This design comes from an exercise in tuning for small area on the open sky130 flow, not from production work. In this exercise RTL edits were held to simulation tests only and were not proved equivalent to the original. Power figures rest on the tool's default switching activity, not on a simulated workload.

## fjord
==> flow/design.v (excerpt) <==
module bdm(
	input clk,
	input rst,
	input bkgd_in,
	output bkgd_out,
	output bkgd_is_high_z,
	output mcu_pwr,
	output mcu_vpp,
	input do_read,
	input do_write,
	input do_start_mcu,
	input do_stop_mcu,
	input do_delay,
	input do_echo_test,
	input do_enable_vpp,
	input do_disable_vpp,
	input do_echo_sync_value,
	input do_resync,
	input [7:0] data_in,
	output [7:0] data_out,
	output ready,
	output reg valid,
	output [3:0] debug
);
localparam ST_IDLE        = 4'd0;
localparam ST_BOOT_SEND   = 4'd1;   
localparam ST_BOOT_STABLE = 4'd2;   
localparam ST_SYNC_START  = 4'd3;   
localparam ST_SYNCING     = 4'd4;
localparam ST_W_SEND      = 4'd5;
localparam ST_W_WAIT      = 4'd6;   
localparam ST_R_RX        = 4'd7;
localparam ST_R_REPLY     = 4'd8;   
localparam ST_R_BIT       = 4'd9;
localparam ST_R_DONE      = 4'd10;
localparam ST_ONE         = 4'd11;  
localparam ST_DELAY       = 4'd12;
localparam ST_ESYNC_HI    = 4'd13;
localparam ST_ESYNC_LO    = 4'd14;
reg [3:0] state;
reg [10:0] timer;
reg [7:0] data;
reg set_bdc_pulse_gen;
reg stop_pending;
reg pwr;
reg vpp_enabled;
wire [19:0] sync_count;
wire [2:0] sync_state;
wire sync_ready;
wire bdc_clk_pulse;
sync_controller sync_controller(
	.clk(clk),
	.rst(rst || do_stop_mcu || do_resync),
	.bkgd_in(bkgd_in),
	.start_sync(state == ST_SYNC_START),
	.sync_length(sync_count),
	.ready(sync_ready),
	.state(sync_state)
);
bdc_clk_pulse_generator bdc_clk_pulse_generator(
	.clk(clk),
	.rst(rst),
	.bdc_clk_pulse(bdc_clk_pulse),
	.sync_length(sync_count),
	.set_sync_length(set_bdc_pulse_gen)
);
assign debug = {1'b0, sync_state};
assign bkgd_out = 1'd0;
assign mcu_pwr = pwr;
assign mcu_vpp = vpp_enabled;
wire sync_sending = sync_state == 3'd1;
  ...
clock: 5.0 ns
lec_check: 0
abc_area: 1
cap_margin: 20
core_margin: 2
core_utilization: 40
slew_margin: 20
run.sh (not shown) runs the stock make flow with config.mk's settings and CLKGATE_MAP_FILE= SYNTH_SCRIPT=/design/flow/synth_recipe.tcl, a recipe that flattens the netlist after the stock synthesis.
fjord has completed all stages; timing, DRC and antenna checks passed.
### fjord -> garnet
- removing ABC_AREA (formerly 1)
### Flow results
- garnet vs fjord, end point of the critical path: data_out[7] vs ready
- Relative to fjord, largest vdd supply drop increased by about 10% in garnet.
- garnet: full flow OK, the timing, design-rule and antenna checks passed
- Side by side, XOR/XNOR share of the synthesized area turned out higher in garnet than in fjord.
- Measured against each other, fjord and garnet differ in final worst setup slack, the higher figure coming from fjord.
- sky130_fd_sc_hd__clkdlybuf4s50_1 as the critical path's slowest cell was reported by fjord, and sky130_fd_sc_hd__dfxtp_1 by garnet.

* * *

## maple
bdm, a different RTL version from the one above (not shown whole).
Size in the first run: roughly 39 I/O pins, roughly 0.0050 sq mm of cells after synthesis.
==> flow/config.mk <==
export PLATFORM = sky130hd
export DESIGN_NAME = bdm
export DESIGN_NICKNAME = bdm
export VERILOG_FILES = /design/flow/design.v
export SDC_FILE = /design/flow/constraint.sdc
export NUM_CORES = 4
export LEC_CHECK = 0
export CAP_MARGIN = 20
export CORE_MARGIN = 2
export CORE_UTILIZATION = 40
export CTS_BUF_LIST = sky130_fd_sc_hd__clkbuf_8
export SLEW_MARGIN = 20
==> flow/constraint.sdc <==
create_clock -name core_clock -period 5.0 [get_ports {clk}]
set_input_delay 1.0000 -clock core_clock [delete_from_list [all_inputs] [get_ports {clk}]]
set_output_delay 1.0000 -clock core_clock [all_outputs]
set_load 0.01 [all_outputs]
standard.sh (not shown) runs the stock make flow with config.mk's settings and CLKGATE_MAP_FILE= SYNTH_SCRIPT=/design/flow/synth_recipe.tcl, a recipe that flattens the netlist after the stock synthesis.
==> flow/flow/run.sh <==
#!/bin/bash
# Own layout flow: the standard flow (standard.sh) with two changes.
# 1. Synthesis: ABC maps the combinational logic with an area-oriented script
#    (abc_area.script) in place of ORFS's delay-oriented abc_speed.script; the
#    script copy below differs from ORFS's scripts in that one file only.
#    Everything before ABC (registers, their names and cells) is unchanged.
# 2. Placement: the port buffers that buffer_ports adds are buf_1 cells.
# Every other step is the standard flow's. Each tool's output goes to a log
# here (run_synth.log, run_layout.log) and under orfs/logs/.
set -euo pipefail
W=$(pwd)
S="$W/orfs_scripts_area"
rm -rf "$S"
cp -r "$FLOW_HOME/scripts" "$S"
cp "$W/flow/abc_area.script" "$S/abc_speed.script"
bash "$W/standard.sh" SCRIPTS_DIR="$S" synth > "$W/run_synth.log" 2>&1
bash "$W/standard.sh" BUFFER_PORTS_ARGS="-buffer_cell sky130_fd_sc_hd__buf_1" finish > "$W/run_layout.log" 2>&1
==> flow/flow/abc_area.script <==
strash
&get -n
&deepsyn -J 200 -T 250
&put
dch -f
amap
Input changes introduced in violet (baseline for comparison: maple):
--- a/flow/flow/run.sh
+++ b/flow/flow/run.sh
@@ -17 +17 @@
-bash "$W/standard.sh" BUFFER_PORTS_ARGS="-buffer_cell sky130_fd_sc_hd__buf_1" finish > "$W/run_layout.log" 2>&1
+bash "$W/standard.sh" BUFFER_PORTS_ARGS="-buffer_cell sky130_fd_sc_hd__buf_1" CTS_ARGS="-sink_clustering_enable -repair_clock_nets -buf_list sky130_fd_sc_hd__clkbuf_8 -dont_use_dummy_load" finish > "$W/run_layout.log" 2>&1
==> comparison <==
Against maple, worst slew slack as a fraction of its limit in violet came out worse.
Number of sinks on the clock net: maple vs violet identical
[compare] base=maple new=violet: global-route usage held, power went down 5.7%, buffer share of cell area held.
Input changes introduced in nickel (baseline for comparison: violet):
--- a/flow/flow/run.sh
+++ b/flow/flow/run.sh
@@ -17 +17 @@
-bash "$W/standard.sh" BUFFER_PORTS_ARGS="-buffer_cell sky130_fd_sc_hd__buf_1" CTS_ARGS="-sink_clustering_enable -repair_clock_nets -buf_list sky130_fd_sc_hd__clkbuf_8 -dont_use_dummy_load" finish > "$W/run_layout.log" 2>&1
+bash "$W/standard.sh" BUFFER_PORTS_ARGS="-buffer_cell sky130_fd_sc_hd__buf_1" finish > "$W/run_layout.log" 2>&1
--- a/flow/config.mk
+++ b/flow/config.mk
@@ -8 +8 @@
-export CAP_MARGIN = 20
+export CAP_MARGIN = 0
@@ -12 +12 @@
-export SLEW_MARGIN = 20
+export SLEW_MARGIN = 0
Measured against each other, violet and nickel differ in via count of the first global-routing pass, the lower figure coming from violet. Diff nickel..violet | routed wire length | negligible. The final reports for nickel and violet show clock power share higher in the former.
Relative to nickel, the following input files were edited for cedar:
==> flow/flow/abc_area.script <==
strash
&get -n
&deepsyn -T 60
&put
dch -f
amap
--- a/flow/config.mk
+++ b/flow/config.mk
@@ -8 +8 @@
-export CAP_MARGIN = 0
+export CAP_MARGIN = 20
@@ -12 +12 @@
-export SLEW_MARGIN = 0
+export SLEW_MARGIN = 20
Notes after the runs:
There was hardly any difference in tightest hold margin between cedar and nickel. As far as part of the power in the clock network is concerned, cedar and nickel perform about the same. Diff cedar..nickel | total power of the final layout | negligible. From nickel to cedar, critical path depth did not move at all. Reported for cedar and nickel, number of slew-limit violations in the final report turned out identical to the last digit. Re count of plain and timing-repair buffers: no difference whatsoever between cedar and nickel. Initial antenna violation count delta (cedar -> nickel): insignificant.

## separate check: timing with driven ports
No port has a modelled driver above. Below, the same layouts with a new extraction and two added sets of constraints. Step 1 assumes that a clkbuf_16 drives the clock port and a buf_2 every other input. Step 2 adds t to the input delays and takes it off the output delays; t is the mean of the earliest and latest rising clock arrival at the registers after step 1. Input paths then give back, and output paths get back, about the clock's delay inside the block. Three values: ideal ports, drivers, drivers and shift; two values: the first two.
run	shift t [ns]	setup slack, ns	hold WS [ns]	slew at the worst register clock pin (ns)
fjord	0.394	1.117 / 1.093 / 1.093	0.438 / 0.438 / 0.438	0.07 / 0.07
garnet	0.381	0.857 / 0.818 / 0.841	0.477 / 0.477 / 0.477	0.07 / 0.07
maple	0.408	0.800 / 0.765 / 0.557	0.467 / 0.467 / 0.467	0.10 / 0.10
violet	0.397	0.825 / 0.790 / 0.556	0.464 / 0.464 / 0.464	0.11 / 0.11
nickel	0.408	0.800 / 0.765 / 0.557	0.467 / 0.467 / 0.467	0.10 / 0.10
cedar	0.408	0.800 / 0.765 / 0.557	0.467 / 0.467 / 0.467	0.10 / 0.10
After both steps setup and hold are still met in every run listed. For violet, which loses most, drivers alone change the setup slack by -0.035 ns; drivers and shift together by -0.269 ns.
